Source: an optimization exercise on an open RTL-to-GDS flow (aim: small area). Production flows keep margins and buffers that such runs may drop.
Function was checked by simulation only, so behaviour that the tests miss may differ from the original.

==> build 91 <==
==> flow/design.v <==
`timescale 1ns / 1ps
module hsv_to_rgb(
    input [8:0] Hue,Saturation ,Value, 
    input clk, reset,
    output reg [7:0] R,G,B
        );
    integer Hi, Vmin,a, Vinc, Vdec, v;
    reg [7:0] sostR, sostG, sostB;
    reg [7:0] nR, nG, nB;                    
    always@(posedge clk) begin
        if (reset==1) begin                      
            Hi <= 0;
            Vmin <= 0;
            a <= 0;   
            Vinc <= 0;
            Vdec <= 0;
            v <= 0;   
            R <= 8'b0;
            G <= 8'b0;
            B <= 8'b0;
            sostR<=0;
            sostG<=0;
            sostB<=0;
        end
        else begin                               
             Hi = (Hue/60)%6;
             Vmin = (100-Saturation)*Value/100;
             a = (Value-Vmin)* (Hue%60)/60;
             Vinc = Vmin + a;
             Vdec = Value - a; 
             Vinc = Vinc + Vinc + Vinc/2;
             Vdec = Vdec + Vdec + Vdec/2;
             Vmin = Vmin + Vmin + Vmin/2;
             v = Value + Value + Value/2;
             sostR = R;
             sostG = G;
             sostB = B;
             nR = R;
             nG = G;
             nB = B;
             case (Hi)
                   0  : begin nR = v; nG = Vinc; nB =Vmin; end
                   1  : begin nR = Vdec; nG = v; nB =Vmin; end
                   2  : begin nR = Vmin; nG = v; nB =Vinc; end
                   3  : begin nR = Vmin; nG = Vdec; nB =v; end
                   4  : begin nR = Vinc; nG = Vmin; nB =v; end
                   5  : begin nR = v; nG = Vmin; nB =Vdec; end
                   default :  begin nR = 0; nG = 0; nB =0; end
             endcase
             if ((sostR>10)&&(nR==0)) nR = 255;
             if ((sostG>10)&&(nG==0)) nG = 255;
             if ((sostB>10)&&(nB==0)) nB = 255;
             R <= nR;
             G <= nG;
             B <= nB;
             end
        end
endmodule
`timescale 1ns / 1ps
module PWM(
    input [7:0] R,G,B,
    input clk, reset,
    output reg [2:0]rgb_led_tri_o
    );
    reg[8:0] counter;
    integer temp1,temp2,temp3;
    reg sostR,sostG,sostB;
    always@(posedge clk)
    begin
        if (reset==1) begin                          
            rgb_led_tri_o <= 0;
            temp1<=0;
            temp2<=0;
            temp3<=0;
            counter <= 0;
        end
        else begin
            if ((temp1!=R)|(temp2!=G)|(temp3!=B)) begin  
                counter = 0;
                temp1 = R;
                temp2 = G;
                temp3 = B;
            end
            if(counter<R)                              
                rgb_led_tri_o[0] <=1'b1;
            else 
                rgb_led_tri_o[0] <=1'b0;
            if(counter<G) 
                rgb_led_tri_o[1] <=1'b1;
            else 
                rgb_led_tri_o[1] <=1'b0;
            if(counter<B) 
                   rgb_led_tri_o[2] <=1'b1;
            else 
                   rgb_led_tri_o[2] <=1'b0;    
            counter<=counter+1;
        end
    end
endmodule
`timescale 1ns / 1ps
module hsv_rgb_pwm(
    input clk,
    input reset,
    input [8:0] Hue,
    input [8:0] Saturation,
    input [8:0] Value,
    output [7:0] R,
    output [7:0] G,
    output [7:0] B,
    output [2:0] rgb_led_tri_o
    );
    hsv_to_rgb hsv_to_rgb_0 (
        .Hue(Hue), .Saturation(Saturation), .Value(Value),
        .clk(clk), .reset(reset),
        .R(R), .G(G), .B(B));
    PWM PWM_0 (
        .R(R), .G(G), .B(B),
        .clk(clk), .reset(reset),
        .rgb_led_tri_o(rgb_led_tri_o));
endmodule
==> flow/run.sh <==
#!/bin/bash
# synth_recipe.tcl (not shown) runs the flow's synth.tcl, then flattens the netlist and writes it again
# the make line also repeats each setting of config.mk as NAME=value (left out here)
make -C /OpenROAD-flow-scripts/flow DESIGN_CONFIG=/design/flow/config.mk WORK_HOME=/design/flow/orfs CLKGATE_MAP_FILE= SYNTH_SCRIPT=/design/flow/synth_recipe.tcl finish
==> flow/config.mk <==
export PLATFORM = sky130hd
export DESIGN_NAME = hsv_rgb_pwm
export DESIGN_NICKNAME = hsv_rgb_pwm
export VERILOG_FILES = /design/flow/design.v
export SDC_FILE = /design/flow/constraint.sdc
export NUM_CORES = 4
export LEC_CHECK = 0
export CAP_MARGIN = 20
export CORE_MARGIN = 2
export CORE_UTILIZATION = 40
export SLEW_MARGIN = 20
==> flow/constraint.sdc <==
create_clock -name core_clock -period 70.0 [get_ports {clk}]
set_input_delay 14.0000 -clock core_clock [delete_from_list [all_inputs] [get_ports {clk}]]
set_output_delay 14.0000 -clock core_clock [all_outputs]
set_load 0.01 [all_outputs]
==> build 32: changes against build 91 <==
==> flow/design.v (replaced) <==
`timescale 1ns / 1ps
module hsv_to_rgb(
    input [8:0] Hue, Saturation, Value,
    input clk, reset,
    output reg [7:0] R, G, B,
    output restart
    );
    wire [6:0] S = Saturation[6:0];
    wire [6:0] V = Value[6:0];
    reg [2:0] Hi;
    reg [5:0] f;
    always @* begin
        if      (Hue < 9'd60)  begin Hi = 3'd0; f = Hue - 9'd0;   end
        else if (Hue < 9'd120) begin Hi = 3'd1; f = Hue - 9'd60;  end
        else if (Hue < 9'd180) begin Hi = 3'd2; f = Hue - 9'd120; end
        else if (Hue < 9'd240) begin Hi = 3'd3; f = Hue - 9'd180; end
        else if (Hue < 9'd300) begin Hi = 3'd4; f = Hue - 9'd240; end
        else if (Hue < 9'd360) begin Hi = 3'd5; f = Hue - 9'd300; end
        else                   begin Hi = 3'd0; f = 6'd0;         end
    end
    wire odd = Hi[0];
    wire [5:0] fd = odd ? 6'd60 - f : f;
    wire [13:0] sv = S * V;
    wire [6:0] d = (sv + 14'd99) / 14'd100;
    wire [6:0] m = V - d;
    wire [12:0] df = d * fd + (odd ? 13'd59 : 13'd0);
    wire [6:0] t = df / 13'd60;
    wire [6:0] mid = m + t;
    reg [1:0] sr, sg, sb;
    always @* begin
        case (Hi)
            3'd0: begin sr = 2'd0; sg = 2'd2; sb = 2'd1; end
            3'd1: begin sr = 2'd2; sg = 2'd0; sb = 2'd1; end
            3'd2: begin sr = 2'd1; sg = 2'd0; sb = 2'd2; end
            3'd3: begin sr = 2'd1; sg = 2'd2; sb = 2'd0; end
            3'd4: begin sr = 2'd2; sg = 2'd1; sb = 2'd0; end
            default: begin sr = 2'd0; sg = 2'd1; sb = 2'd2; end
        endcase
    end
    function [6:0] pick(input [1:0] s, input [6:0] v0, input [6:0] v1, input [6:0] v2);
        pick = (s == 2'd0) ? v0 : (s == 2'd1) ? v1 : v2;
    endfunction
    wire [6:0] xr = pick(sr, V, m, mid);
    wire [6:0] xg = pick(sg, V, m, mid);
    wire [6:0] xb = pick(sb, V, m, mid);
    function [7:0] level(input [6:0] x, input [7:0] cur);
        level = ({x, 1'b0} + x[6:1]) | {8{x == 7'd0 && (cur[7:4] != 4'd0 || cur[3:2] == 2'b11)}};
    endfunction
    wire [7:0] nR = level(xr, R);
    wire [7:0] nG = level(xg, G);
    wire [7:0] nB = level(xb, B);
    assign restart = reset || nR != R || nG != G || nB != B;
    always @(posedge clk) begin
        if (reset) begin
            R <= 8'd0; G <= 8'd0; B <= 8'd0;
        end else begin
            R <= nR; G <= nG; B <= nB;
        end
    end
endmodule
`timescale 1ns / 1ps
module PWM(
    input [7:0] R, G, B,
    input clk, reset, restart,
    output reg [2:0] rgb_led_tri_o
    );
    reg [8:0] c;
    always @(posedge clk) begin
        if (restart) c <= 9'd0;
        else         c <= c + 9'd1;
        if (reset) rgb_led_tri_o <= 3'b000;
        else rgb_led_tri_o <= {c < B, c < G, c < R};
    end
endmodule
`timescale 1ns / 1ps
module hsv_rgb_pwm(
    input clk,
    input reset,
    input [8:0] Hue,
    input [8:0] Saturation,
    input [8:0] Value,
    output [7:0] R,
    output [7:0] G,
    output [7:0] B,
    output [2:0] rgb_led_tri_o
    );
    wire restart;
    hsv_to_rgb hsv_to_rgb_0 (
        .Hue(Hue), .Saturation(Saturation), .Value(Value),
        .clk(clk), .reset(reset),
        .R(R), .G(G), .B(B), .restart(restart));
    PWM PWM_0 (
        .R(R), .G(G), .B(B),
        .clk(clk), .reset(reset), .restart(restart),
        .rgb_led_tri_o(rgb_led_tri_o));
endmodule
ABC_AREA = 1   (was unset)
==> metrics.md <==
| Metric | Value |
|---|---|
| Run status | `complete, no violations` |
| Main combinational cell family by area after synthesis | `simple AND/OR/NAND/NOR gates` |
| Synthesized area per cell | `6.420 µm²` |
| Maximum number of pins on one net before global-route repair | `25` |
| FFs & Latches | `36` |
| Met3 wire len | `546 µm` |
| Max Clock Skew | `0.004631 ns` |
| Cell area after layout | `10,080 µm²` |
| HP Start | `PWM_0.c[0]$_SDFF_PP0_` |
| Slew @ Worst Pin | `0.9315 ns` |
# the run above: build 32

==> metrics.md <==
| Metric | Value |
|---|---|
| Run status | `complete, no violations` |
| Layout cells sized above 1 | `4.658%` |
| Num tapcells | `978` |
| Max-cap viol count | `0` |
| Slew @ Worst Pin | `0.9951 ns` |
| Met3 wire len | `3152 µm` |
| HP Start | `PWM_0.counter[8]$_SDFF_PP0_` |
| Cell area after layout | `33,160 µm²` |
| Gp weighted congestion | `0.9053` |
| GRT Total Usage | `20.27%` |
| FFs & Latches | `60` |
| NonClk Buf Share | `2.460%` |
| Post-Synth Adder-Cell Area | `42.38%` |
| Maximum number of pins on one net before global-route repair | `63` |
| Max Clock Skew | `0.006164 ns` |
| Synthesized area per cell | `8.125 µm²` |
# the run above: build 91

==> static timing again, ports no longer ideal <==
In the flow no input, the clock included, has a driving cell. The finished layouts below were timed again as built, in two steps.
Step 1 assumes that a clkbuf_16 drives the clock port and a buf_2 every other input.
Step 2, shift: input delay + t, output delay - t, t = (earliest + latest rising clock arrival at the registers) / 2. This alone moves slack from input paths to output paths.
Three values: ideal, step 1, step 2; two values: the first two.
| run | t (ns) | setup slack, ns | worst setup path at the end |
|---|---|---|---|
| build 91 | 0.350 | 4.708 / 4.716 / 4.366 | input to register |
| build 32 | 0.317 | 37.224 / 37.232 / 36.915 | input to register |
After both steps setup and hold are still met in every run listed. The setup slack of build 91, which loses most, moves by +0.008 ns with the drivers and by -0.342 ns with both steps.
